What follows belongs to an exercise in optimizing a design on an open flow for small area; a production flow would make more cautious choices. At most, simulation tests tie the RTL to the original design; equivalence was not proved.

## FPU_top_level
module FPU_top_level
(
 input         clk,
 input         nrst,
 input  [31:0] floating_point1,
 input  [31:0] floating_point2,
 input  [2:0]  frm,
 input  [6:0]  funct7,
 output [31:0] floating_point_out,
 output [4:0]  flags
 );
   wire        op_mul = funct7[1];
   wire        swap;
   int_compare cmp (.a(floating_point1[30:0]), .b(floating_point2[30:0]), .lt(swap));
   wire [31:0] big   = swap ? floating_point2 : floating_point1;
   wire [31:0] sml = swap ? floating_point1 : floating_point2;
   wire        rsign = op_mul ? (floating_point1[31] ^ floating_point2[31]) : big[31];
   reg  [1:0]  rmode;    
   always_comb begin
      case (frm)
        3'd0:    rmode = 2'd1;
        3'd2:    rmode = rsign ? 2'd2 : 2'd0;
        3'd3:    rmode = rsign ? 2'd0 : 2'd2;
        3'd4:    rmode = 2'd3;
        default: rmode = 2'd0;
      endcase
   end
   wire [12:1] rc;
   recode_carries rcc (.mb(sml[22:0]), .rc(rc));
   reg  [31:0] r1_big, r1_small;
   reg  [12:1] r1_rc;
   reg  [1:0]  r1_rmode;
   reg         r1_mul;
   always_ff @(posedge clk) begin
      r1_big   <= big;
      r1_small <= sml;
      r1_rc    <= rc;
      r1_rmode <= rmode;
   end
   always_ff @(posedge clk, negedge nrst) begin
      if (!nrst) r1_mul <= 1'b0;
      else       r1_mul <= op_mul;
   end
   wire        sb = r1_big[31];
   wire        ss = r1_small[31];
   wire [7:0]  eb = r1_big[30:23];
   wire [7:0]  es = r1_small[30:23];
  ...
Size: roughly 2,500 cells after synthesis, roughly 110 I/O pins, ~0.019 mm^2 of cells after synthesis.
Settings: LEC_CHECK=0, ABC_AREA=1, CAP_MARGIN=20, CORE_MARGIN=2, CORE_UTILIZATION=40, SLEW_MARGIN=20; clock period 10.0 ns.
standard.sh (not shown) runs the stock make flow with config.mk's settings and CLKGATE_MAP_FILE= SYNTH_SCRIPT=/design/flow/synth_recipe.tcl, a recipe that flattens the netlist after the stock synthesis.
==> flow/flow/run.sh <==
#!/bin/bash
# Own layout flow:
#  1. the standard synthesis (bash standard.sh synth);
#  2. flow/fixinv.py: full-adder polarity clean-up (removes inverters between
#     full adders; registers untouched);
#  3. flow/reabc.tcl: ABC re-maps the other combinational cells for area;
#     cells whose pre-placement slack is below KEEP_NS (flow/slack.tcl,
#     flow/keepmark.py) and all registers and adders are left as they are;
#  4. the standard layout, with the smallest buffer on the ports and without
#     keeping global placement's timing-driven buffers.
# Each step's full output goes to a log file in this folder.
set -euo pipefail
W=$(pwd)
R=$W/orfs/results/$FLOW_PLATFORM/FPU_top_level/base
export PLATFORM_DIR=$FLOW_HOME/platforms/$FLOW_PLATFORM
export LIB=$PLATFORM_DIR/lib/sky130_fd_sc_hd__tt_025C_1v80.lib
KEEP_NS=${KEEP_NS:-1.0}

bash standard.sh synth > synth.log 2>&1

cp "$R/1_2_yosys.v" "$W/1_2_yosys.standard.v"
python3 flow/fixinv.py "$W/1_2_yosys.standard.v" "$W/1_2_yosys.fixinv.v" > fixinv.log 2>&1
NETIN=$W/1_2_yosys.fixinv.v SLACKOUT=$W/slack.txt \
  openroad -no_init -exit flow/slack.tcl > slack.log 2>&1
python3 flow/keepmark.py mark "$W/1_2_yosys.fixinv.v" "$W/slack.txt" "$KEEP_NS" "$W/1_2_yosys.marked.v" > keepmark.log 2>&1
NETIN=$W/1_2_yosys.marked.v NETOUT=$W/1_2_yosys.reabc_marked.v \
  ABC_SCRIPT='+strash;dch;map,-a;topo;upsize;dnsize' \
  yosys -c flow/reabc.tcl > reabc.log 2>&1
python3 flow/keepmark.py unmark "$W/1_2_yosys.reabc_marked.v" "$W/1_2_yosys.reabc.v" >> keepmark.log 2>&1
cp "$W/1_2_yosys.reabc.v" "$R/1_2_yosys.v"
rm -f "$R/1_synth.odb" "$R/1_synth.sdc"

export BUFFER_PORTS_ARGS="-buffer_cell sky130_fd_sc_hd__buf_1"
export GPL_KEEP_OVERFLOW=0
bash standard.sh finish > layout.log 2>&1
Other scripts of this flow, unchanged in this note and not shown: flow/flow/fixinv.py, flow/flow/keepmark.py, flow/flow/reabc.tcl, flow/flow/slack.tcl
The starting point passed the timing, design-rule and antenna checks.
Edit:
--- a/flow/flow/run.sh
+++ b/flow/flow/run.sh
@@ -15,5 +15,5 @@
 export PLATFORM_DIR=$FLOW_HOME/platforms/$FLOW_PLATFORM
 export LIB=$PLATFORM_DIR/lib/sky130_fd_sc_hd__tt_025C_1v80.lib
-KEEP_NS=${KEEP_NS:-1.0}
+KEEP_NS=${KEEP_NS:--100}
 
 bash standard.sh synth > synth.log 2>&1
Fmax is unchanged.
Final cell count does not change.
Via count stays the same.
Worst setup slack does not change.
Die area is unchanged.
Function was not checked in any run of this note: the RTL went through the layout flow alone.


Another version of the RTL of FPU_top_level (not shown whole).
Size: ~3,100 cells after synthesis, roughly 110 flip-flops.
Settings: LEC_CHECK=0, ABC_AREA=1, CAP_MARGIN=20, CORE_MARGIN=2, CORE_UTILIZATION=40, SLEW_MARGIN=20; clock period 10.0 ns.
run.sh (not shown) runs the stock make flow with config.mk's settings and CLKGATE_MAP_FILE= SYNTH_SCRIPT=/design/flow/synth_recipe.tcl, a recipe that flattens the netlist after the stock synthesis.
Stock flow here: none of the scripts above is used.
Change:
--- a/flow/config.mk
+++ b/flow/config.mk
@@ -7,3 +7,2 @@
 export LEC_CHECK = 0
-export ABC_AREA = 1
 export CAP_MARGIN = 20
=> The new run produced a clean layout; area after synthesis is higher by about 3.6%; sequential cell count does not change; cell count came out lower by about 7%; wire length goes up by 4.1%; first-iteration DRC count drops by 0.41%; setup slack degrades by 0.20 ns.


Another version of the RTL of FPU_top_level (not shown whole).
Size in the first run: ~2900 cells after synthesis, ~110 I/O pins.
export LEC_CHECK = 0
export ABC_AREA = 1
export CAP_MARGIN = 20
export CORE_MARGIN = 2
export CORE_UTILIZATION = 40
export GPL_TIMING_DRIVEN = 0
export SLEW_MARGIN = 20
create_clock -name core_clock -period 10.0 [get_ports {clk}]
standard.sh (not shown) runs the stock make flow with config.mk's settings and CLKGATE_MAP_FILE= SYNTH_SCRIPT=/design/flow/synth_recipe.tcl, a recipe that flattens the netlist after the stock synthesis.
==> flow/flow/run.sh <==
#!/bin/bash
# Own layout flow: the standard synthesis, then full-adder polarity clean-up
# of the netlist (flow/fixinv.py: removes inverters between full adders; the
# registers are untouched), then the standard layout with the smallest buffer
# on the ports.  Each step's full output goes to a log file in this folder.
set -euo pipefail
W=$(pwd)
R=$W/orfs/results/$FLOW_PLATFORM/FPU_top_level/base

bash standard.sh synth > synth.log 2>&1

cp "$R/1_2_yosys.v" "$W/1_2_yosys.standard.v"
python3 flow/fixinv.py "$W/1_2_yosys.standard.v" "$R/1_2_yosys.v" > fixinv.log 2>&1
rm -f "$R/1_synth.odb" "$R/1_synth.sdc"

export BUFFER_PORTS_ARGS="-buffer_cell sky130_fd_sc_hd__buf_1"
bash standard.sh finish > layout.log 2>&1
Other scripts of this flow, unchanged in this note and not shown: flow/flow/fixinv.py
The starting point went through all stages and came out clean.
Next try:
--- a/flow/config.mk
+++ b/flow/config.mk
@@ -11,3 +11,2 @@
 export CORE_UTILIZATION = 40
-export GPL_TIMING_DRIVEN = 0
 export SLEW_MARGIN = 20
=> The new run went through all stages and came out clean; core utilization decreases by 1.2 points; setup slack gets better by 88 ps; synthesized cell count does not change; via count goes down by 6.5%; sequential cell count does not change.


== v6 ==
Another version of the RTL of FPU_top_level (not shown whole).
For scale: about 110 I/O pins, roughly 19000 um2 of cells after synthesis.
==> flow/design.v (excerpt) <==
module FPU_top_level
(
 input         clk,
 input         nrst,
 input  [31:0] floating_point1,
 input  [31:0] floating_point2,
 input  [2:0]  frm,
 input  [6:0]  funct7,
 output [31:0] floating_point_out,
 output [4:0]  flags
 );
clock: 10.0 ns
lec_check: 0
abc_area: 1
cap_margin: 20
core_margin: 2
core_utilization: 40
slew_margin: 20
==> flow/flow/run.sh <==
#!/bin/bash
# Own layout flow:
#  1. the standard synthesis (bash standard.sh synth);
#  2. flow/fixinv.py: full-adder polarity clean-up (removes inverters between
#     full adders; registers untouched);
#  3. flow/reabc.tcl: ABC re-maps the other combinational cells for area;
#     cells whose pre-placement slack is below KEEP_NS (flow/slack.tcl,
#     flow/keepmark.py) and all registers and adders are left as they are;
#  4. the standard layout, with the smallest buffer on the ports and without
#     keeping global placement's timing-driven buffers.
# Each step's full output goes to a log file in this folder.
set -euo pipefail
W=$(pwd)
R=$W/orfs/results/$FLOW_PLATFORM/FPU_top_level/base
export PLATFORM_DIR=$FLOW_HOME/platforms/$FLOW_PLATFORM
export LIB=$PLATFORM_DIR/lib/sky130_fd_sc_hd__tt_025C_1v80.lib
KEEP_NS=${KEEP_NS:-1.0}

bash standard.sh synth > synth.log 2>&1

cp "$R/1_2_yosys.v" "$W/1_2_yosys.standard.v"
python3 flow/fixinv.py "$W/1_2_yosys.standard.v" "$W/1_2_yosys.fixinv.v" > fixinv.log 2>&1
NETIN=$W/1_2_yosys.fixinv.v SLACKOUT=$W/slack.txt \
  openroad -no_init -exit flow/slack.tcl > slack.log 2>&1
python3 flow/keepmark.py mark "$W/1_2_yosys.fixinv.v" "$W/slack.txt" "$KEEP_NS" "$W/1_2_yosys.marked.v" > keepmark.log 2>&1
NETIN=$W/1_2_yosys.marked.v NETOUT=$W/1_2_yosys.reabc_marked.v \
  ABC_SCRIPT='+strash;dch;map,-a;topo;upsize;dnsize' \
  yosys -c flow/reabc.tcl > reabc.log 2>&1
python3 flow/keepmark.py unmark "$W/1_2_yosys.reabc_marked.v" "$W/1_2_yosys.reabc.v" >> keepmark.log 2>&1
cp "$W/1_2_yosys.reabc.v" "$R/1_2_yosys.v"
rm -f "$R/1_synth.odb" "$R/1_synth.sdc"

export BUFFER_PORTS_ARGS="-buffer_cell sky130_fd_sc_hd__buf_1"
export GPL_KEEP_OVERFLOW=0
bash standard.sh finish > layout.log 2>&1
Other scripts of this flow, unchanged in this note and not shown: flow/flow/fixinv.py, flow/flow/keepmark.py, flow/flow/reabc.tcl, flow/flow/slack.tcl
v6 went all the way through the flow, and no timing, DRC or antenna check failed.
Input changes introduced in v29 (baseline for comparison: v6):
- PLACE_DENSITY newly set to 0.75
[summary]
The higher number of gates on the worst path with buffers counted of v29 and v6 is in v29. [compare] base=v6 new=v29: depth of the worst register-to-register path shows an increase of 10; wire length on met1 shows a reduction of about 13%. Cmp v29 vs v6: setup slack after layout higher in v29. Re clock-buffer cell count: v29 and v6 aren't equal, and the higher value belongs to v6. Taking v6 as the reference, in v29 total global-route track usage shows a reduction of 3.0 points, final standard cell area without fillers shows no meaningful change.
## Diff of input files: v32 against v29
- PLACE_DENSITY: 0.75 -> unset
--- a/flow/flow/run.sh
+++ b/flow/flow/run.sh
@@ -16,3 +16,3 @@
 export LIB=$PLATFORM_DIR/lib/sky130_fd_sc_hd__tt_025C_1v80.lib
-KEEP_NS=${KEEP_NS:-1.0}
+KEEP_NS=${KEEP_NS:-2.0}
 
Findings:
Comparing v29 and v32, the lower final net count is on v29.
v32 packs its core looser than v29.
Max freq v29 -> v32: degraded
v29 → v32: post-cts gate resize count saw an increase, layout buffering overhead excluding clock cells saw a decrease, first-pass iteration count of the detailed router saw a decrease, via count saw an increase.
The inputs of v58 differ from those of v32 as listed below.
--- a/flow/flow/run.sh
+++ b/flow/flow/run.sh
@@ -16,3 +16,3 @@
 export LIB=$PLATFORM_DIR/lib/sky130_fd_sc_hd__tt_025C_1v80.lib
-KEEP_NS=${KEEP_NS:-2.0}
+KEEP_NS=${KEEP_NS:-0.5}
 
==> comparison <==
- Compared with v32, in v58 sequential share of layout area has remained practically unchanged, area overhead of the layout relative to synthesis higher, sequential cell area essentially unchanged, max-slew headroom at the worst pin moved down.
- A highest routed metal layer of met5 is what v58 shows, while met4 belongs to v32.
- On maximum number of pins on one net before global-route repair, the higher figure sits with v58, not v32.
- Relative to v32, the count of inserted tapcells of v58 is lower by 15.
- [compare] base=v32 new=v58: clock buffer count in the final layout did not really move.


== run A ==
Starting RTL as in the previous note.
clock: 10.0 ns
lec_check: 0
abc_area: 1
cap_margin: 5
core_margin: 2
core_utilization: 40
slew_margin: 5
==> flow/flow/run.sh <==
#!/bin/bash
# Own layout flow:
#  1. the standard synthesis (bash standard.sh synth);
#  2. flow/fixinv.py: full-adder polarity clean-up (removes inverters between
#     full adders; registers untouched);
#  3. flow/reabc.tcl: ABC re-maps the other combinational cells for area;
#     cells whose pre-placement slack is below KEEP_NS (flow/slack.tcl,
#     flow/keepmark.py) and all registers and adders are left as they are;
#  4. the standard layout, with the smallest buffer on the ports and without
#     keeping global placement's timing-driven buffers.
# Each step's full output goes to a log file in this folder.
set -euo pipefail
W=$(pwd)
R=$W/orfs/results/$FLOW_PLATFORM/FPU_top_level/base
export PLATFORM_DIR=$FLOW_HOME/platforms/$FLOW_PLATFORM
export LIB=$PLATFORM_DIR/lib/sky130_fd_sc_hd__tt_025C_1v80.lib
KEEP_NS=${KEEP_NS:--100}

bash standard.sh synth > synth.log 2>&1

cp "$R/1_2_yosys.v" "$W/1_2_yosys.standard.v"
python3 flow/fixinv.py "$W/1_2_yosys.standard.v" "$W/1_2_yosys.fixinv.v" > fixinv.log 2>&1
NETIN=$W/1_2_yosys.fixinv.v SLACKOUT=$W/slack.txt \
  openroad -no_init -exit flow/slack.tcl > slack.log 2>&1
python3 flow/keepmark.py mark "$W/1_2_yosys.fixinv.v" "$W/slack.txt" "$KEEP_NS" "$W/1_2_yosys.marked.v" > keepmark.log 2>&1
NETIN=$W/1_2_yosys.marked.v NETOUT=$W/1_2_yosys.reabc_marked.v \
  ABC_SCRIPT='+strash;dch;map,-a;topo;upsize;dnsize' \
  yosys -c flow/reabc.tcl > reabc.log 2>&1
python3 flow/keepmark.py unmark "$W/1_2_yosys.reabc_marked.v" "$W/1_2_yosys.reabc.v" >> keepmark.log 2>&1
cp "$W/1_2_yosys.reabc.v" "$R/1_2_yosys.v"
rm -f "$R/1_synth.odb" "$R/1_synth.sdc"

export BUFFER_PORTS_ARGS="-buffer_cell sky130_fd_sc_hd__buf_1"
export GPL_KEEP_OVERFLOW=0
bash standard.sh finish > layout.log 2>&1
==> flow/flow/reabc.tcl <==
# Re-map the combinational logic of the standard netlist for area.  Registers
# and full/half adders stay as they are (black boxes); every other cell is
# read as its liberty function and mapped again by ABC.
yosys read_liberty -ignore_miss_func $::env(LIB)
yosys blackbox sky130_fd_sc_hd__dfxtp_1 sky130_fd_sc_hd__dfrtp_1 sky130_fd_sc_hd__fa_1 sky130_fd_sc_hd__ha_1 sky130_fd_sc_hd__conb_1
yosys read_verilog $::env(NETIN)
yosys hierarchy -top $::env(FLOW_TOP)
yosys flatten
yosys opt -purge
yosys abc -liberty $::env(LIB) -dont_use sky130_fd_sc_hd__lpflow_bleeder_1 -dont_use sky130_fd_sc_hd__lpflow_clkbufkapwr_1 -dont_use sky130_fd_sc_hd__lpflow_clkbufkapwr_16 -dont_use sky130_fd_sc_hd__lpflow_clkbufkapwr_2 -dont_use sky130_fd_sc_hd__lpflow_clkbufkapwr_4 -dont_use sky130_fd_sc_hd__lpflow_clkbufkapwr_8 -dont_use sky130_fd_sc_hd__lpflow_clkinvkapwr_1 -dont_use sky130_fd_sc_hd__lpflow_clkinvkapwr_16 -dont_use sky130_fd_sc_hd__lpflow_clkinvkapwr_2 -dont_use sky130_fd_sc_hd__lpflow_clkinvkapwr_4 -dont_use sky130_fd_sc_hd__lpflow_clkinvkapwr_8 -dont_use sky130_fd_sc_hd__lpflow_decapkapwr_12 -dont_use sky130_fd_sc_hd__lpflow_decapkapwr_3 -dont_use sky130_fd_sc_hd__lpflow_decapkapwr_4 -dont_use sky130_fd_sc_hd__lpflow_decapkapwr_6 -dont_use sky130_fd_sc_hd__lpflow_decapkapwr_8 -dont_use sky130_fd_sc_hd__lpflow_inputiso0n_1 -dont_use sky130_fd_sc_hd__lpflow_inputiso0p_1 -dont_use sky130_fd_sc_hd__lpflow_inputiso1n_1 -dont_use sky130_fd_sc_hd__lpflow_inputiso1p_1 -dont_use sky130_fd_sc_hd__lpflow_inputisolatch_1 -dont_use sky130_fd_sc_hd__lpflow_isobufsrc_1 -dont_use sky130_fd_sc_hd__lpflow_isobufsrc_16 -dont_use sky130_fd_sc_hd__lpflow_isobufsrc_2 -dont_use sky130_fd_sc_hd__lpflow_isobufsrc_4 -dont_use sky130_fd_sc_hd__lpflow_isobufsrc_8 -dont_use sky130_fd_sc_hd__lpflow_isobufsrckapwr_16 -dont_use sky130_fd_sc_hd__lpflow_lsbuf_lh_hl_isowell_tap_1 -dont_use sky130_fd_sc_hd__lpflow_lsbuf_lh_hl_isowell_tap_2 -dont_use sky130_fd_sc_hd__lpflow_lsbuf_lh_hl_isowell_tap_4 -dont_use sky130_fd_sc_hd__lpflow_lsbuf_lh_isowell_4 -dont_use sky130_fd_sc_hd__lpflow_lsbuf_lh_isowell_tap_1 -dont_use sky130_fd_sc_hd__lpflow_lsbuf_lh_isowell_tap_2 -dont_use sky130_fd_sc_hd__lpflow_lsbuf_lh_isowell_tap_4 -dont_use sky130_fd_sc_hd__probe_p_8 -dont_use sky130_fd_sc_hd__probec_p_8  -script $::env(ABC_SCRIPT)
yosys opt_clean -purge
yosys rename -hide w:* i:* o:* %u %d
yosys rename -hide c:* t:sky130_fd_sc_hd__df* %d
yosys stat -liberty $::env(LIB)
yosys write_verilog -noattr $::env(NETOUT)
Other scripts of this flow, unchanged in this note and not shown: flow/flow/fixinv.py, flow/flow/keepmark.py, flow/flow/slack.tcl
Run A went all the way through synthesis, placement and routing and the layout is clean on timing, DRC and antenna.
What run B does differently from run A at the input level:
- CORE_UTILIZATION now 50, was 40
- CAP_MARGIN now 20, was 5
- SLEW_MARGIN now 20, was 5
diff --git a/flow/flow/run.sh b/flow/flow/run.sh
--- a/flow/flow/run.sh
+++ b/flow/flow/run.sh
@@ -17 +17 @@
-KEEP_NS=${KEEP_NS:--100}
+KEEP_NS=${KEEP_NS:-1.0}
Results
Run B vs run A, final cell count went down by about 3%.
Run B ends up with lower die area than run A does.
Run B has aggregate global-route resource usage above what run A had.
Maximum frequency: run A vs run B, no meaningful difference
In run B the overall routed net length turned out 3800 um lower than in run A.
Relative to run A, clock-buffer cell count has gone up in run B.
Final period utilization across run B and run A: no real change.
What run C does differently from run B at the input level:
- CORE_UTILIZATION: 50 -> 40
- CTS_BUF_LIST: unset -> sky130_fd_sc_hd__clkbuf_8
- Number of sequential cells: run C vs run B identical
- In the metrics for run B and run C, the one carrying the lower number of tapcells is run B.
- Taking run B as the reference, in run C post-route minimum period -0.094 ns, die area +about 24%.
## Diff of input files: run D against run C
- CTS_BUF_LIST no longer set, was sky130_fd_sc_hd__clkbuf_8
diff --git a/flow/flow/run.sh b/flow/flow/run.sh
--- a/flow/flow/run.sh
+++ b/flow/flow/run.sh
@@ -27 +27 @@
-  ABC_SCRIPT='+strash;dch;map,-a;topo;upsize;dnsize' \
+  ABC_SCRIPT='+strash;dch;map,-a;topo;buffer;upsize;dnsize' \
--- outcome ---
Run comparison: run D critical path's slowest cell dfxtp_1; run C critical path's slowest cell fa_1. Summary of run D over run C: critical path depth moved down; design area moved up; clock-cell share of area moved up; worst setup margin moved up.
Here is what was changed in the inputs of run E compared with run D.
diff --git a/flow/flow/run.sh b/flow/flow/run.sh
--- a/flow/flow/run.sh
+++ b/flow/flow/run.sh
@@ -17 +17 @@
-KEEP_NS=${KEEP_NS:-1.0}
+KEEP_NS=${KEEP_NS:-1.5}
@@ -27 +27 @@
-  ABC_SCRIPT='+strash;dch;map,-a;topo;buffer;upsize;dnsize' \
+  ABC_SCRIPT='+strash;dch;map,-a;topo;upsize;dnsize' \
Results
- Taking run D as the reference, in run E largest fanout on the critical path went up by 11; share of the cycle needed by the critical path after routing grew by 1.3 points; layout overhead on the synthesized area climbed 2.6 points.
- Path type of the worst setup path: reg -> reg -> run E, reg -> out -> run D
- Taking run D as the reference, in run E via count increased by 328 relative to the old numbers; non-clock buffer count has decreased.
- Against run D, run E comes in 0.13 ns higher on post-route minimum period.
- Run E and run D ended up with nearly the same sequential share of layout area.
- Final wirelength on run E is up relative to run D.
- Looking only at routed wire length on met3, and setting everything else aside, the lower value of run E and run D goes to run D.
- | clock skew | run E vs run D | 0.021 ns higher |

## what the ideal ports hide
The results above use ideal ports. As a check the final layouts listed here were re-extracted and re-timed, cells and wires unchanged.
Step 1: set_driving_cell puts a clkbuf_16 on clk and a buf_2 on each other input, an assumption about the parent block.
Step 2 times the ports against the registers' clock, not the clock port: input delays grow and output delays shrink by t, the midpoint of the rising clock arrivals with the driver on.
Three values: ideal, step 1, step 2; two values: the first two.
run	t, ns	setup slack, ns	hold WS [ns]	slew at the worst register clock pin (ns)	worst slew at a driven data input, ns
the first run of note 1	0.472	0.463 / 0.415 / 0.473	0.326 / 0.326 / 0.326	0.06 / 0.06	0.06
the second run of note 1	0.472	0.463 / 0.415 / 0.473	0.326 / 0.326 / 0.326	0.06 / 0.06	0.06
the first run of note 2	0.421	0.615 / 0.615 / 0.615	0.335 / 0.335 / 0.335	0.09 / 0.09	0.05
the second run of note 2	0.413	0.420 / 0.420 / 0.420	0.336 / 0.336 / 0.336	0.08 / 0.08	0.07
the first run of note 3	0.427	0.368 / 0.368 / 0.368	0.332 / 0.332 / 0.332	0.08 / 0.08	0.07
the second run of note 3	0.425	0.455 / 0.403 / 0.828	0.330 / 0.330 / 0.330	0.08 / 0.08	0.06
v6	0.413	0.294 / 0.294 / 0.294	0.333 / 0.333 / 0.333	0.08 / 0.08	0.06
v29	0.416	0.414 / 0.414 / 0.414	0.338 / 0.338 / 0.338	0.08 / 0.08	0.04
v32	0.413	0.287 / 0.287 / 0.287	0.332 / 0.332 / 0.332	0.09 / 0.09	0.06
v58	0.424	0.374 / 0.317 / 0.503	0.329 / 0.329 / 0.329	0.08 / 0.08	0.06
run A	0.415	0.298 / 0.298 / 0.298	0.330 / 0.330 / 0.330	0.08 / 0.08	0.06
run B	0.425	0.299 / 0.277 / 0.299	0.331 / 0.331 / 0.331	0.08 / 0.08	0.03
run C	0.467	0.393 / 0.372 / 0.393	0.341 / 0.341 / 0.341	0.12 / 0.12	0.06
run D	0.419	0.444 / 0.394 / 0.459	0.331 / 0.331 / 0.331	0.08 / 0.08	0.05
run E	0.456	0.315 / 0.270 / 0.315	0.332 / 0.332 / 0.332	0.11 / 0.11	0.07
After both steps setup and hold are still met in every run listed.
